Background: an optimization exercise with open tools, aiming at small area. Do not read the settings as production practice. In this exercise RTL edits were held to simulation tests only and were not proved equivalent to the original. No activity file was given, so power comes from the tool's default toggle rates.

==> flow/design.v <==
module BRANCH_PREDICTOR
    #(parameter DELAY = 7)
    (input clk,
    input reset,
    input stall,
    input [31:0] if_pc,
    input [31:0] if_instr,
    input [31:0] id_pc,
    input [31:0] alt_address,
    input is_link,
    input is_branch,
    input is_taken,
    output reg take,
    output reg flush,
    output [31:0] alt_pc);
    integer i;
    wire adv = ~stall;
    reg clr;
    always @(posedge clk or negedge reset)
        if (!reset) clr <= 1'b1;
        else        clr <= 1'b0;
    wire nclr  = ~clr;
    reg  [6:0] va;
    always @(posedge clk or negedge reset)
        if (!reset)   va <= 7'd0;
        else if (adv) va <= {1'b1, va[6:1]};
    wire v0 = va[0];
    reg  [41:0] ipc;
    always @(posedge clk)
        if (adv) ipc <= {if_pc[7:2], ipc[41:6]};
    wire [5:0] u_idx = ipc[5:0] & {6{v0}};
    reg  [14:0] ghr;
    reg  [6:0]  gbr;
    always @(posedge clk or negedge reset) begin
        if (!reset) begin
            ghr <= 15'd0;
            gbr <= 7'd0;
        end
        else if (adv) begin
            if (is_branch) ghr <= {is_taken, ghr[14:1]};
            gbr <= {is_branch, gbr[6:1]};
        end
    end
    wire [2:0] gnb = gbr[0] + gbr[1] + gbr[2] + gbr[3] + gbr[4] + gbr[5] + gbr[6];
    wire [14:0] gsh = ghr >> (3'd7 - gnb);
    wire [7:0] ghist = ghr[14:7];
    wire [7:0] gu    = gsh[7:0];
    reg  [255:0] GA, GB;
    wire g_pred = GA[ghist] & nclr;
    wire ga_u   = GA[gu] & nclr;
    wire gb_u   = GB[gu] & nclr;
    wire gna    = (ga_u & gb_u) | (ga_u & is_taken) | (gb_u & is_taken);
    wire gnb_   = (ga_u & ~gb_u) | (ga_u & is_taken) | (~gb_u & is_taken);
    wire [15:0] ghi = ((adv & is_branch) ? (16'd1 << gu[7:4]) : 16'd0) | {16{clr}};
    wire [15:0] glo = (16'd1 << gu[3:0]) | {16{clr}};
    wire        gw0 = adv & is_branch & (gu == 8'd0);
    always @(posedge clk)
        for (i = 0; i < 256; i = i + 1)
            if (ghi[i / 16] & glo[i % 16]) begin
                GA[i] <= gna;
                GB[i] <= gnb_ & (nclr | ((i == 0) & gw0));
            end
    reg  [511:0] LH;                       
    wire [7:0] lh_rd = LH[if_pc[7:2] * 8 +: 8] & {8{nclr}};
    reg  [55:0] lpp;                       
    always @(posedge clk)
        if (adv) lpp <= {lh_rd, lpp[55:8]};
    wire [7:0] lu = lpp[7:0] & {8{v0}};
    wire [7:0] lh_new = {is_taken, lu[7:1]};
    wire [7:0] ulo = (8'd1 << u_idx[2:0]) | {8{clr}};
    wire [7:0] lhi = ((adv & is_branch) ? (8'd1 << u_idx[5:3]) : 8'd0) | {8{clr}};
    wire       lw0 = adv & is_branch & (u_idx == 6'd0);
    always @(posedge clk)
        for (i = 0; i < 64; i = i + 1)
            if (lhi[i / 8] & ulo[i % 8]) LH[i*8 +: 8] <= {lh_new[7] & (nclr | ((i == 0) & lw0)), lh_new[6:0]};
    reg  [255:0] LA, LB;
    wire l_pred = LA[lh_rd] & nclr;
    wire la_u   = LA[lu] & nclr;
    wire lb_u   = LB[lu] & nclr;
    wire lna    = (la_u & lb_u) | (la_u & is_taken) | (lb_u & is_taken);
    wire lnb    = (la_u & ~lb_u) | (la_u & is_taken) | (~lb_u & is_taken);
    wire [15:0] lthi = ((adv & is_branch) ? (16'd1 << lu[7:4]) : 16'd0) | {16{clr}};
    wire [15:0] ltlo = (16'd1 << lu[3:0]) | {16{clr}};
    wire        ltw0 = adv & is_branch & (lu == 8'd0);
    always @(posedge clk)
        for (i = 0; i < 256; i = i + 1)
            if (lthi[i / 16] & ltlo[i % 16]) begin
                LA[i] <= lna;
                LB[i] <= lnb & (nclr | ((i == 0) & ltw0));
            end
    reg  [6:0] pg, pl;
    always @(posedge clk)
        if (adv) begin
            pg <= {g_pred, pg[6:1]};
            pl <= {l_pred, pl[6:1]};
        end
    wire pg0 = pg[0] & v0;
    wire pl0 = pl[0] & v0;
    reg  [63:0] MA, MB;
    wire m_sel  = MA[if_pc[7:2]] & nclr;
    wire meta_pred = m_sel ? g_pred : l_pred;
    wire m_up   = is_taken ? pg0 : pl0;
    wire ma_u   = MA[u_idx] & nclr;
    wire mb_u   = MB[u_idx] & nclr;
    wire mna    = (ma_u & mb_u) | (ma_u & m_up) | (mb_u & m_up);
    wire mnb    = (ma_u & ~mb_u) | (ma_u & m_up) | (~mb_u & m_up);
    wire [7:0] mhi = ((adv & is_branch & (pg0 ^ pl0)) ? (8'd1 << u_idx[5:3]) : 8'd0) | {8{clr}};
    always @(posedge clk)
        for (i = 0; i < 64; i = i + 1)
            if (mhi[i / 8] & ulo[i % 8]) begin
                MA[i] <= mna;
                MB[i] <= mnb;
            end
    reg  [15:0] lru;
    reg  [15:0] bv1, bv0;
    reg  [57:0] W1 [0:15];
    reg  [57:0] W0 [0:15];
    wire [3:0]  b_if = if_pc[5:2];
    wire [3:0]  b_up = u_idx[3:0];
    wire        lru_u = lru[b_up];
    wire        b_upd = adv & is_branch & is_taken;
    wire [57:0] w1_rd = W1[b_if];
    wire [57:0] w0_rd = W0[b_if];
    wire        t1 = (w1_rd[57:32] == if_pc[31:6]) & bv1[b_if];
    wire        t2 = (w0_rd[57:32] == if_pc[31:6]) & bv0[b_if];
    wire        btb_hit = t1 | t2;
    wire [31:0] btb_pc  = t1 ? w1_rd[31:0] : w0_rd[31:0];
    wire [15:0] bdec  = b_upd ? (16'd1 << b_up) : 16'd0;
    wire [15:0] bw1   = bdec & ~lru;
    wire [15:0] bw0   = bdec & lru;
    always @(posedge clk or negedge reset)
        if (!reset) begin
            bv1 <= 16'd0;
            bv0 <= 16'd0;
        end
        else begin
            bv1 <= bv1 | bw1;
            bv0 <= bv0 | bw0;
        end
    always @(posedge clk) begin
        for (i = 0; i < 16; i = i + 1) begin
            if (bw1[i]) W1[i] <= {id_pc[31:6], alt_address};
            if (bw0[i]) W0[i] <= {id_pc[31:6], alt_address};
        end
    end
    always @(posedge clk or negedge reset) begin
        if (!reset) lru <= 16'd0;
        else if (adv) begin
            for (i = 0; i < 16; i = i + 1) begin
                if (i == b_if) begin
                    if (t1)      lru[i] <= 1'b1;
                    else if (t2) lru[i] <= 1'b0;
                end
                else if (i == b_up) lru[i] <= ~lru[i];
            end
        end
    end
    reg  [31:0] RS [0:7];
    reg  [2:0]  rtp;
    reg  [3:0]  rn;
    wire [31:0] id8   = id_pc + 32'd8;
    wire [31:0] r_top = RS[rtp];
    wire        r_avail = (rn != 4'd0) & (r_top != 32'd0);
    wire        jr31  = (if_instr[31:26] == 6'b000000) & (if_instr[5:0] == 6'b001000) & (if_instr[25:21] == 5'b11111);
    wire        ras_hit = jr31 & r_avail;
    wire        r_push = is_link & ~ras_hit;
    wire        r_pop  = ras_hit & ~is_link;
    wire [31:0] ras_pc = is_link ? id8 : r_top;
    wire [2:0]  r_wp = rtp + 3'd1;
    always @(posedge clk)
        for (i = 0; i < 8; i = i + 1)
            if (adv & r_push & (r_wp == i)) RS[i] <= id8;
    always @(posedge clk or negedge reset) begin
        if (!reset) begin
            rtp <= 3'd0;
            rn  <= 4'd0;
        end
        else if (adv) begin
            if (r_push) begin
                rtp <= r_wp;
                if (rn != 4'd8) rn <= rn + 4'd1;
            end
            else if (r_pop) begin
                rtp <= rtp - 3'd1;
                rn  <= rn - 4'd1;
            end
        end
    end
    reg  [223:0] pp;
    reg  [6:0]   vp;
    wire padv = adv & ~flush;
    always @(posedge clk or negedge reset)
        if (!reset)    vp <= 7'd0;
        else if (padv) vp <= {1'b1, vp[6:1]};
    wire [31:0] pp0 = pp[31:0] & {32{vp[0]}};
    wire [31:0] id4 = id_pc + 32'd4;
    wire [31:0] rpc = is_taken ? alt_address : id4;    
    wire mispred = is_branch & (pp0 != rpc);
    wire req_alt = (btb_hit & meta_pred) | ras_hit;
    wire [31:0] req_pc = ras_hit ? ras_pc : btb_pc;
    wire [31:0] next_pc = mispred ? (is_taken ? alt_address : id8) :
                          (req_alt ? req_pc : if_pc + 32'd4);
    always @(posedge clk)
        if (padv) pp <= {next_pc, pp[223:32]};
    reg az;
    always @(posedge clk or negedge reset) begin
        if (!reset) begin
            take  <= 1'b0;
            flush <= 1'b0;
            az    <= 1'b1;
        end
        else if (adv) begin
            take  <= ~flush & (req_alt | mispred);
            flush <= mispred;
            az    <= flush;
        end
    end
    assign alt_pc = pp[223:192] & {32{~az}};
endmodule
Settings: LEC_CHECK=0, CAP_MARGIN=20, CORE_MARGIN=2, CORE_UTILIZATION=60, PLACE_DENSITY=0.7, SLEW_MARGIN=20; clock period 12.0 ns.
standard.sh (not shown) runs the stock make flow with config.mk's settings and CLKGATE_MAP_FILE= SYNTH_SCRIPT=/design/flow/synth_recipe.tcl, a recipe that flattens the netlist after the stock synthesis.
==> flow/flow/run.sh <==
#!/bin/bash
# The standard layout (standard.sh, unchanged synthesis and steps), with one
# change in clock tree synthesis: no dummy loads, and larger sink clusters.
# make's full output goes to standard.log in this folder; ORFS keeps each
# step's own log under orfs/logs.
set -euo pipefail
export CTS_ARGS="-sink_clustering_enable -repair_clock_nets -dont_use_dummy_load -buf_list sky130_fd_sc_hd__clkbuf_16 -sink_clustering_size 28 -sink_clustering_max_diameter 60"
bash standard.sh > standard.log 2>&1
The first run ran to the end with no violations.
==> next run, changes <==
--- a/flow/config.mk
+++ b/flow/config.mk
@@ -8,5 +8,5 @@
 export CAP_MARGIN = 20
 export CORE_MARGIN = 2
-export CORE_UTILIZATION = 60
-export PLACE_DENSITY = 0.7
+export CORE_UTILIZATION = 55
+export PLACE_DENSITY = 0.65
 export SLEW_MARGIN = 20
Result:
- sequential power is about the same
- final cell count rose by a few percent
- count of clock-buffer cells in the layout rose by 18
- core utilization fell by 5.2 points
- power rose slightly
- die area rose by roughly a tenth
==> next run, changes <==
==> flow/flow/run.sh (replaced) <==
#!/bin/bash
# The standard layout (standard.sh, unchanged synthesis and steps), with one
# change in clock tree synthesis: no dummy loads, and larger sink clusters.
# make's full output goes to standard.log in this folder; ORFS keeps each
# step's own log under orfs/logs.
set -euo pipefail
export CTS_ARGS="-sink_clustering_enable -repair_clock_nets -dont_use_dummy_load -buf_list sky130_fd_sc_hd__clkbuf_16 -sink_clustering_size 32 -sink_clustering_max_diameter 55"
bash standard.sh > standard.log 2>&1
--- a/flow/config.mk
+++ b/flow/config.mk
@@ -8,5 +8,5 @@
 export CAP_MARGIN = 20
 export CORE_MARGIN = 2
-export CORE_UTILIZATION = 55
-export PLACE_DENSITY = 0.65
+export CORE_UTILIZATION = 60
+export PLACE_DENSITY = 0.7
 export SLEW_MARGIN = 20
What happened:
- final cell count is lower by 2.4%
- total power went up by 1.5%
- area after synthesis stays the same
- cell area hardly moves

==> separate check: timing with driven ports <==
Ports are ideal in the flow. The routed layouts listed here were re-timed in OpenROAD.
Step 1: set_driving_cell puts a clkbuf_16 on clk and a buf_2 on each other input, an assumption about the parent block.
Step 2 adds t to the input delays and takes it off the output delays; t is the mean of the earliest and latest rising clock arrival at the registers after step 1. Input paths then give back, and output paths get back, about the clock's delay inside the block.
Slacks: no drivers / after step 1 / after step 2; pairs: no drivers / after step 1.
| run | t (ns) | slack for setup (ns) | slew at the worst register clock pin (ns) | cell pins on the clock port's net |
|---|---|---|---|---|
| the first run | 1.015 | 2.651 / 2.729 / 1.714 | 0.10 / 0.10 | 1 |
| the second run | 1.015 | 2.835 / 2.900 / 1.885 | 0.11 / 0.11 | 1 |
| the third run | 1.026 | 2.525 / 2.596 / 1.570 | 0.11 / 0.11 | 1 |
After both steps setup and hold are still met in every run listed. The setup slack of the third run, which loses most, moves by +0.071 ns with the drivers and by -0.955 ns with both steps.
